What follows belongs to an exercise in optimizing a design on an open flow for a short achievable clock period and few clock cycles; a production flow would make more cautious choices. In this exercise RTL edits were held to simulation tests only and were not proved equivalent to the original. No activity file was given, so power comes from the tool's default toggle rates.

==> flow/design.v (excerpt) <==
module cpu(clock,reset,imem_addr,imem_data,dmem_addr,dmem_we,dmem_wdata,dmem_rdata);
    input clock;
    input reset;
    output [11:0]imem_addr;
    input [15:0]imem_data;
    output [11:0]dmem_addr;
    output dmem_we;
    output [15:0]dmem_wdata;
    input [15:0]dmem_rdata;
    function [7:0] onehot(input [2:0] a);
        onehot = 8'd1 << a;
    endfunction
    reg [15:0] pc;
    reg [15:0] ir;           
    reg        ir_v;
    reg [15:0] di;           
    reg [7:0]  d_s1, d_s2, d_sd;     
    reg [7:0]  d_rd;                 
    reg        d_br, d_ld, d_st, d_shift, d_imm;
    reg        d_bz, d_bg, d_bl;     
    reg        d_bp;                 
    reg        d_dec;                
    reg        d_fdec;               
    reg [8:0]  d_sel;                
    reg        d_e1, d_e2, d_ed;     
    reg        d_w1, d_w2, d_wd;     
    reg        stall;
    reg        e_v;          
    reg [7:0]  e_rd;         
    reg        e_ld;
    reg        e_st;
    reg [15:0] e_a, e_b;
    reg [15:0] e_sa;         
    reg [7:0]  e_sh;         
    reg [11:0] e_addr;
    reg [15:0] e_sd;
    reg [8:0]  e_sel;
    reg        e_br;         
    reg        e_dec;        
    reg        e_cz, e_cg, e_cl, e_pred;
    reg [15:0] e_alt;        
    reg        w_v;
    reg [7:0]  w_rd;
    reg [15:0] w_val;
    reg [15:0] r1, r2, r3, r4, r5, r6, r7;
    reg [7:1]  rz;           
    assign imem_addr  = pc[12:1];
    assign dmem_addr  = e_addr;
    assign dmem_we    = e_st;
    assign dmem_wdata = e_sd;
    wire [15:0] imm = {{10{di[5]}}, di[5:0]};
    wire        dgo = ir_v & ~stall;        
  ...
For scale: roughly 2500 cells after synthesis, roughly 75 I/O pins.
==> flow/config.mk <==
export PLATFORM = sky130hd
export DESIGN_NAME = cpu
export DESIGN_NICKNAME = cpu
export VERILOG_FILES = /design/flow/design.v
export SDC_FILE = /design/flow/constraint.sdc
export NUM_CORES = 4
export LEC_CHECK = 0
export CAP_MARGIN = 20
export CORE_MARGIN = 2
export CORE_UTILIZATION = 50
export PLACE_DENSITY = 0.7
export SETUP_SLACK_MARGIN = 5
export SLEW_MARGIN = 20
export SYNTH_HIERARCHICAL = 1
==> flow/constraint.sdc <==
create_clock -name core_clock -period 8.0 [get_ports {clock}]
set_input_delay 1.6000 -clock core_clock [delete_from_list [all_inputs] [get_ports {clock}]]
set_output_delay 1.6000 -clock core_clock [all_outputs]
set_load 0.01 [all_outputs]
standard.sh (not shown) runs the stock make flow with config.mk's settings and CLKGATE_MAP_FILE= SYNTH_SCRIPT=/design/flow/synth_recipe.tcl, a recipe that flattens the netlist after the stock synthesis.
==> flow/flow/run.sh <==
#!/bin/bash
# The standard layout (standard.sh), with these changes to how it is made:
#  - ORFS's full/half-adder extraction is off, so ABC maps the adders itself;
#  - ABC does not use a few weak cells (flow/my_synth.tcl);
set -o pipefail
export FLOW_SYNTH_TCL=$PWD/synth_recipe.tcl
bash standard.sh ADDER_MAP_FILE= SETUP_SLACK_MARGIN=6 SYNTH_SCRIPT=$PWD/flow/my_synth.tcl finish > standard.log 2>&1
==> flow/flow/my_synth.tcl <==
# The standard flow's synthesis script (synth_recipe.tcl), with ABC told not to use some
# slow or weak cells: a222oi_1 (made in one size only), the _0 drive-strength
# cells, mux4, or4, a221o and a211o. Flip-flops are mapped before ABC runs, so
# the registers are the same.
proc abc {args} {
  foreach c {sky130_fd_sc_hd__a222oi_1 sky130_fd_sc_hd__*_0 sky130_fd_sc_hd__mux4*
             sky130_fd_sc_hd__or4* sky130_fd_sc_hd__a221o* sky130_fd_sc_hd__a211o_*} {
    lappend args -dont_use $c
  }
  yosys abc {*}$args
}
source $::env(FLOW_SYNTH_TCL)
Testbench counts at the start, summed over its fixed seeds: cycles 32,740.
Edit:
--- a/flow/design.v
+++ b/flow/design.v
@@ -67,22 +67,19 @@
     wire es   = e_a[15];
     wire eact = (e_cz & ez) | (e_cg & ~es & ~ez) | (e_cl & (es | ez));
     wire miss = e_br & (eact ^ e_pred);
     wire zdec  = (e_a == 16'd1);
     wire sdec  = (e_a == 16'd0) | (e_a[15] & (e_a[14:0] != 15'd0));
     wire zero1 = d_fdec ? zdec : d_w1 ? (w_val == 16'd0) : rz1;
-    wire srf   = |(d_s1[7:1] & {r7[15], r6[15], r5[15], r4[15], r3[15], r2[15], r1[15]});
-    wire sign1 = d_fdec ? sdec : d_w1 ? w_val[15] : srf;
+    wire sign1 = d_fdec ? sdec : v1_noe[15];
     wire pred  = imm[15];                           
-    wire go_br = ir_v & (zero1 ? (d_bz | d_bl | d_bp) :
-                         sign1 ? (d_bl | d_bp) : (d_bg | d_bp));
+    wire go_br = ir_v & ((d_bz & zero1) | (d_bg & ~sign1 & ~zero1) |
+                         (d_bl & (sign1 | zero1)) | d_bp);
     wire [15:0] pc_seq, pc_br;
     ks16 add_seq (.a(pc), .b(16'd2), .ci(1'b0), .s(pc_seq));
     ks16 add_br  (.a(pc), .b(imm),   .ci(1'b0), .s(pc_br));
-    wire [15:0] pc_base = miss ? e_alt : (stall ? pc : pc_seq);
-    wire [15:0] pc_next = (go_br & ~miss) ? pc_br : pc_base;
     wire [15:0] nx   = stall ? ir : imem_data;
     wire [3:0] n_op  = nx[15:12];
     wire [7:0] n_s1  = onehot(nx[8:6]);
     wire [7:0] n_s2  = onehot(nx[5:3]);
     wire [7:0] n_sd  = onehot(nx[11:9]);
     wire       n_wen = ~n_op[3] | (n_op == 4'd8) | (n_op == 4'd9) | (n_op == 4'd10);
@@ -104,18 +101,20 @@
     wire       i_mem = (i_op == 4'd10) | (i_op == 4'd11);
     wire       i_br  = i_op[3] & i_op[2];
     wire       i_e1  = |(i_s1 & d_rdgo);
     wire       i_res = ~i_e1 | d_dec;
     wire       pre0   = (pc == 16'd0) & ~stall & ~ir_v & ~e_v & ~w_v;
     always @(posedge clock) begin
-        pc <= reset ? 16'd0 : pc_next;
         if (reset) begin
+            pc    <= 16'd0;
             ir_v  <= pre0;
         end else if (miss) begin
+            pc    <= e_alt;
             ir_v  <= 1'b0;
         end else if (!stall) begin
+            pc    <= go_br ? pc_br : pc_seq;
             ir_v  <= 1'b1;
         end
         stall <= ~reset & ~stall & i_e1 & i_mem;
         if (reset & pre0) pc[1] <= 1'b1;
         if (!stall) ir <= imem_data;
         di      <= nx;
@@ -267,28 +266,17 @@
                 ({16{s[4]}} & x4) | ({16{s[5]}} & x5) | ({16{s[6]}} & x6) |
                 ({16{s[7]}} & x7);
     endfunction
     assign v1 = w1 ? w_val : rfsel(s1, r1, r2, r3, r4, r5, r6, r7);
     assign v2 = w2 ? w_val : rfsel(s2, r1, r2, r3, r4, r5, r6, r7);
     assign vd = wd ? w_val : rfsel(sd, r1, r2, r3, r4, r5, r6, r7);
-    agu agu (.s1(s1), .w1(w1), .w_val(w_val[11:0]), .r1(r1[11:0]), .r2(r2[11:0]),
-             .r3(r3[11:0]), .r4(r4[11:0]), .r5(r5[11:0]), .r6(r6[11:0]), .r7(r7[11:0]),
-             .imm(imm[11:0]), .addr(addr));
-endmodule
-module agu(s1, w1, w_val, r1, r2, r3, r4, r5, r6, r7, imm, addr);
-    input [7:0]  s1;
-    input        w1;
-    input [11:0] w_val, r1, r2, r3, r4, r5, r6, r7, imm;
-    output [11:0] addr;
-    wire [11:0] rf1 = ({12{s1[1]}} & r1) | ({12{s1[2]}} & r2) | ({12{s1[3]}} & r3) |
-                      ({12{s1[4]}} & r4) | ({12{s1[5]}} & r5) | ({12{s1[6]}} & r6) |
-                      ({12{s1[7]}} & r7);
     wire [11:0] a_rf, a_w;
-    ks12 add_rf (.a(rf1), .b(imm), .s(a_rf));
-    ks12 add_w  (.a(w_val), .b(imm), .s(a_w));
-    assign addr = w1 ? a_w : a_rf;
+    wire [15:0] rf1 = rfsel(s1, r1, r2, r3, r4, r5, r6, r7);
+    ks12 add_rf (.a(rf1[11:0]), .b(imm[11:0]), .s(a_rf));
+    ks12 add_w  (.a(w_val[11:0]), .b(imm[11:0]), .s(a_w));
+    assign addr = w1 ? a_w[11:0] : a_rf[11:0];
 endmodule
 module ks12(a, b, s);
     input [11:0] a, b;
     output [11:0] s;
     reg [11:0] g, p, g1, p1, g2, p2, g3, p3, g4;
     integer i;
The new run ran to the end with no violations.
Power went down by 3.5%.
Non-clock buffer count went up by 37.
Worst setup slack degrades by 0.038 ns.
Hold slack hardly moves.
Sequential power stays flat.
Testbench counts after the change, summed over its fixed seeds: cycles 32,740.

-- what the ideal ports hide --
The results above use ideal ports. As a check the final layouts listed here were re-extracted and re-timed, cells and wires unchanged. Step 1 assumes that a clkbuf_16 drives the clock port and a buf_2 every other input. Step 2 adds t to the input delays and takes it off the output delays; t is the mean of the earliest and latest rising clock arrival at the registers after step 1. Input paths then give back, and output paths get back, about the clock's delay inside the block. Slacks: no drivers / after step 1 / after step 2; pairs: no drivers / after step 1.
run	shift t [ns]	setup WS [ns]	hold slack, ns	latest minus earliest clock arrival (ns)	worst data-port slew with drivers (ns)
the first run	0.598	5.354 / 5.298 / 4.924	0.326 / 0.326 / 0.326	0.024 / 0.024	0.06
the second run	0.613	5.316 / 5.285 / 4.977	0.325 / 0.325 / 0.325	0.028 / 0.028	0.06
After both steps setup and hold are still met in every run listed. The setup slack of the first run, which loses most, moves by -0.056 ns with the drivers and by -0.430 ns with both steps.
